From an optimization exercise on the open Yosys and OpenROAD flow, aimed at small area; shortcuts taken in it are not production practice. The RTL was checked by simulation tests, not by an equivalence proof against the original design. No activity file was given, so power comes from the tool's default toggle rates.

v3:
Design ram_top, start of the top module:
module ram_top(
	input  logic 	   clk,
	input  logic 	   rsta,
	input  logic 	   ena,
	input  logic       wea,
	input  logic [4:0] addra,
	input  logic [7:0] dina,
	output logic [7:0] douta,
	input  logic 	   rstb,
	input  logic 	   enb,
	input  logic 	   web,
	input  logic [4:0] addrb,
	input  logic [7:0] dinb,
	output logic [7:0] doutb
);
	logic        rst;
	logic [7:0]  nda, ndb;      
	logic        coll;          
	logic [3:0]  nwbh, nxah, rah, rbh;
	logic [7:0]  nwbl, nxal, ral, rbl;
	logic [31:0] wb, xa, hold;  
	logic [31:0] ra, rb;        
	logic        ha, hb;        
	logic [7:0]  mem [31:0];
	logic [31:0] col [7:0];
	assign rst = rsta | rstb;
	assign coll = ena & wea & enb & web & (addra == addrb);
	assign nda = ~(dina & {8{~rst}});
	assign ndb = ~(dinb & {8{~rst}});
	assign ha  = ~rsta & ~(ena & ~wea);
	assign hb  = ~rstb & ~(enb & ~web);
	always_comb begin
		for (int i = 0; i < 4; i++) begin
			nwbh[i] = ~(enb & web & (addrb[4:3] == i[1:0]));
			nxah[i] = ~(rst | (ena & wea & ~coll & (addra[4:3] == i[1:0])));
			rah[i]  = ~rsta & ena & ~wea & (addra[4:3] == i[1:0]);
			rbh[i]  = ~rstb & enb & ~web & (addrb[4:3] == i[1:0]);
		end
		for (int j = 0; j < 8; j++) begin
			nwbl[j] = ~(addrb[2:0] == j[2:0]);
			nxal[j] = ~(rst | (addra[2:0] == j[2:0]));
			ral[j]  = (addra[2:0] == j[2:0]);
			rbl[j]  = (addrb[2:0] == j[2:0]);
		end
		for (int k = 0; k < 32; k++) begin
			ra[k] = rah[k / 8] & ral[k % 8];
			rb[k] = rbh[k / 8] & rbl[k % 8];
		end
		for (int b = 0; b < 8; b++)
			for (int k = 0; k < 32; k++)
				col[b][k] = mem[k][b];
	end
	genvar k, j;
	generate
	for (k = 0; k < 32; k++) begin : words
		ram_word_ctl u_ctl (
			.nwbh(nwbh[k / 8]), .nwbl(nwbl[k % 8]), .nxah(nxah[k / 8]), .nxal(nxal[k % 8]),
			.wb(wb[k]), .xa(xa[k]), .hold(hold[k])
		);
		dual_port_ram u_word (
			.clk(clk), .wb(wb[k]), .sa(xa[k]), .hold(hold[k]),
			.nda(nda), .ndb(ndb), .q(mem[k])
		);
	end
	for (j = 0; j < 8; j++) begin : bits
  ...
Settings: LEC_CHECK=0, CAP_MARGIN=20, CORE_MARGIN=2, CORE_UTILIZATION=40, GPL_TIMING_DRIVEN=1, SLEW_MARGIN=20, SYNTH_HIERARCHICAL=1; clock period 5.0 ns.
standard.sh (not shown) runs the stock make flow with config.mk's settings and CLKGATE_MAP_FILE= SYNTH_SCRIPT=/design/flow/synth_recipe.tcl, a recipe that flattens the netlist after the stock synthesis.
==> flow/flow/run.sh <==
#!/bin/bash
set -euo pipefail
export BUFFER_PORTS_ARGS="-buffer_cell sky130_fd_sc_hd__buf_1"
export CTS_ARGS="-sink_clustering_enable -repair_clock_nets -dont_use_dummy_load -buf_list sky130_fd_sc_hd__clkbuf_8 -sink_clustering_size 13 -sink_clustering_max_diameter 80"
bash standard.sh > standard.log 2>&1
The final layout from v3, which completed every stage, passed the timing, design-rule and antenna checks at the end of the flow.
Input-level comparison between v8 and v3:
==> flow/flow/run.sh <==
#!/bin/bash
set -euo pipefail
export BUFFER_PORTS_ARGS="-buffer_cell sky130_fd_sc_hd__buf_1"
export CTS_ARGS="-sink_clustering_enable -repair_clock_nets -dont_use_dummy_load -buf_list sky130_fd_sc_hd__clkbuf_8 -sink_clustering_size 14 -sink_clustering_max_diameter 80"
bash standard.sh > standard.log 2>&1
==> summary.txt <==
On sequential share of layout area, v3 tracks v8 almost exactly. Setup slack: v8 < v3. | met3 demand-to-capacity share in global routing | higher: v8 |. Looking at v8 and v3, the synthesis-to-finish area growth is a wash. v3 → v8: static leakage now sits at about the same level; clock skew now sits higher; clock period minus final worst setup slack now sits higher; part of the cycle the worst path needs now sits higher.
Relative to v8, the following input files were edited for v51:
--- a/flow/config.mk
+++ b/flow/config.mk
@@ -9,3 +9,3 @@
 export CORE_MARGIN = 2
-export CORE_UTILIZATION = 40
+export CORE_UTILIZATION = 50
 export GPL_TIMING_DRIVEN = 1
### Flow results
- v51 ended up with words[8].u_word.bits[1].u_bit.q$_DFF_P_ as its capturing element of the worst setup path; v8 ended up with bits[0].u_rb.q$_DFF_P_.
- The final reports for v51 and v8 show cell count after placement lower in the former.
- Per the comparison of v51 with v8, final cycle utilization of the critical path increased 1.7 points; setup slack now smaller.
Input-level comparison between v46 and v51:
==> flow/flow/run.sh <==
#!/bin/bash
set -euo pipefail
export BUFFER_PORTS_ARGS="-buffer_cell sky130_fd_sc_hd__buf_1"
export CTS_ARGS="-sink_clustering_enable -repair_clock_nets -dont_use_dummy_load -buf_list sky130_fd_sc_hd__clkbuf_8 -sink_clustering_size 12 -sink_clustering_max_diameter 80"
bash standard.sh > standard.log 2>&1
--- a/flow/config.mk
+++ b/flow/config.mk
@@ -7,7 +7,7 @@
 export LEC_CHECK = 0
-export CAP_MARGIN = 20
+export CAP_MARGIN = 0
 export CORE_MARGIN = 2
-export CORE_UTILIZATION = 50
+export CORE_UTILIZATION = 40
 export GPL_TIMING_DRIVEN = 1
-export SLEW_MARGIN = 20
+export SLEW_MARGIN = 0
 export SYNTH_HIERARCHICAL = 1
[summary]
- The final reports for v46 and v51 show maximum clock rate higher in the former.
- Looking at v46 and v51, the data arrival at the endpoint of the critical path is a wash.
- v46 completed; timing, DRC and antenna clean
- | sequential power | v51 vs v46 | ≈ equal |

* * *

Setup of job 2187:
ram_top, a different RTL version from the one above (not shown whole).
Size in the first run: about 1300 cells after synthesis, ~12000 um2 of cells after synthesis.
Settings: LEC_CHECK=0, CAP_MARGIN=20, CORE_MARGIN=2, CORE_UTILIZATION=40, CTS_BUF_LIST=sky130_fd_sc_hd__clkbuf_8, CTS_CLUSTER_DIAMETER=50, CTS_CLUSTER_SIZE=12, SLEW_MARGIN=20, SYNTH_HIERARCHICAL=1; clock period 5.0 ns.
run.sh (not shown) runs the stock make flow with config.mk's settings and CLKGATE_MAP_FILE= SYNTH_SCRIPT=/design/flow/synth_recipe.tcl, a recipe that flattens the netlist after the stock synthesis.
Stock flow here: none of the scripts above is used.
Job 2187 ended with every stage complete and zero timing, DRC or antenna violations.
Setup changes, job 2187 to job 1243
--- a/flow/config.mk
+++ b/flow/config.mk
@@ -10,5 +10,6 @@
 export CORE_UTILIZATION = 40
-export CTS_BUF_LIST = sky130_fd_sc_hd__clkbuf_8
-export CTS_CLUSTER_DIAMETER = 50
-export CTS_CLUSTER_SIZE = 12
+export CTS_BUF_LIST = sky130_fd_sc_hd__clkbuf_16
+export CTS_CLUSTER_DIAMETER = 60
+export CTS_CLUSTER_SIZE = 20
+export GPL_TIMING_DRIVEN = 0
 export SLEW_MARGIN = 20
--- outcome ---
- Looking at number of port buffers across job 2187 and job 1243, the one that comes out higher is job 2187.
- The worst hold slack was comparable across job 2187 and job 1243.
- Job 2187 ended up with ena as its launch point of the worst path; job 1243 ended up with rstb.
- Diff job 2187 -> job 1243: area of combinational cells with multiple inputs climbed 34 um2, number of non-clock buffers in the layout dropped 18%.
- Compared with job 2187, in job 1243 total combinational power saw an increase, final area climbed 340 um2.
- Compared with job 2187, in job 1243 logic gate share of total power lost 1.2 points; global-route usage moved down; final critical-path required period higher.
Setup changes, job 1243 to job 663
==> flow/flow/run.sh (new file) <==
#!/bin/bash
set -euo pipefail
export BUFFER_PORTS_ARGS="-buffer_cell sky130_fd_sc_hd__buf_1"
export CTS_ARGS="-sink_clustering_enable -repair_clock_nets -dont_use_dummy_load -buf_list sky130_fd_sc_hd__clkbuf_8 -sink_clustering_size 14 -sink_clustering_max_diameter 80"
bash standard.sh > standard.log 2>&1
==> flow/standard.sh (new file) <==
#!/bin/bash
# synth_recipe.tcl (not shown) runs the flow's synth.tcl, then flattens the netlist and writes it again
# the make line also repeats each setting of config.mk as NAME=value (left out here)
make -C /OpenROAD-flow-scripts/flow DESIGN_CONFIG=/design/flow/config.mk WORK_HOME=/design/flow/orfs CLKGATE_MAP_FILE= SYNTH_SCRIPT=/design/flow/synth_recipe.tcl "${@:-finish}"
--- a/flow/config.mk
+++ b/flow/config.mk
@@ -10,6 +10,3 @@
 export CORE_UTILIZATION = 40
-export CTS_BUF_LIST = sky130_fd_sc_hd__clkbuf_16
-export CTS_CLUSTER_DIAMETER = 60
-export CTS_CLUSTER_SIZE = 20
-export GPL_TIMING_DRIVEN = 0
+export GPL_TIMING_DRIVEN = 1
 export SLEW_MARGIN = 20
removed: flow/run.sh
## What came out
- Job 663 vs. job 1243: maximum operating frequency increased by about 15% relative to the old numbers; time the final worst path needs with I/O delays and setup -0.47 ns; number of cells on the critical path decreased by 1 relative to the old numbers.
- Total non-filler cell area in the finished layout: higher on job 1243
- Job 663 vs job 1243: number of detailed-route iterations in the first pass up
- Delta (job 663 minus job 1243): share of async-settable or async-resettable flops after synthesis saw little to no change; clock-buffer cell count lost 21%; final cycle utilization of the critical path now smaller.
- Job 663: final RePlAce weighted congestion is about 7.5% higher than what job 1243 reported.
Relative to job 663, the following input files were edited for job 7136:
--- a/flow/config.mk
+++ b/flow/config.mk
@@ -9,3 +9,3 @@
 export CORE_MARGIN = 2
-export CORE_UTILIZATION = 40
+export CORE_UTILIZATION = 55
 export GPL_TIMING_DRIVEN = 1
Signed area change from the synthesized netlist to the final layout: job 7136 vs job 663 down 1.5 points
From job 663 to job 7136 the numbers moved as follows: met1 capacity usage during global routing picked up an extra 16 points; fraction of layout cells with a size suffix above 1 now sits lower.
Job 7136 against job 663; estimated wirelength of the detail-placed design is down by a few percent.
Job 7136 vs job 663 — final design instance area without fill dropped slightly
Measured against each other, job 663 and job 7136 differ in met3 layer usage reported by global route, the lower figure coming from job 663.

[re-timing with driven ports]
The flow's constraints put no driver on any port. The routed layouts listed below were extracted and timed again, unchanged, in two steps. Step 1 assumes that a clkbuf_16 drives the clock port and a buf_2 every other input. Step 2 also shifts input and output timing later by t, the mid clock arrival at the registers, as if the neighbouring blocks saw the same clock. Slacks: ideal ports / drivers / drivers and shift; pairs: ideal ports / drivers.
| run | t, ns | setup WS [ns] | hold WS [ns] | clock arrival spread, ns |
|---|---|---|---|---|
| v3 | 0.641 | 1.920 / 1.931 / 1.289 | 0.514 / 0.514 / 0.514 | 0.028 / 0.027 |
| v8 | 0.618 | 1.898 / 1.921 / 1.303 | 0.512 / 0.512 / 0.512 | 0.058 / 0.058 |
| v51 | 0.611 | 1.813 / 1.801 / 1.190 | 0.506 / 0.506 / 0.506 | 0.039 / 0.039 |
| v46 | 0.633 | 1.891 / 1.913 / 1.280 | 0.513 / 0.513 / 0.513 | 0.030 / 0.030 |
| job 2187 | 0.591 | 1.469 / 1.491 / 0.901 | 0.504 / 0.504 / 0.504 | 0.035 / 0.035 |
| job 1243 | 0.605 | 1.295 / 1.321 / 0.715 | 0.502 / 0.502 / 0.502 | 0.013 / 0.013 |
| job 663 | 0.631 | 1.766 / 1.797 / 1.167 | 0.508 / 0.508 / 0.508 | 0.050 / 0.049 |
| job 7136 | 0.621 | 1.858 / 1.830 / 1.208 | 0.510 / 0.510 / 0.510 | 0.063 / 0.063 |
After both steps every run listed still meets setup and hold. For job 7136, which loses most, drivers alone change the setup slack by -0.028 ns; drivers and shift together by -0.650 ns.
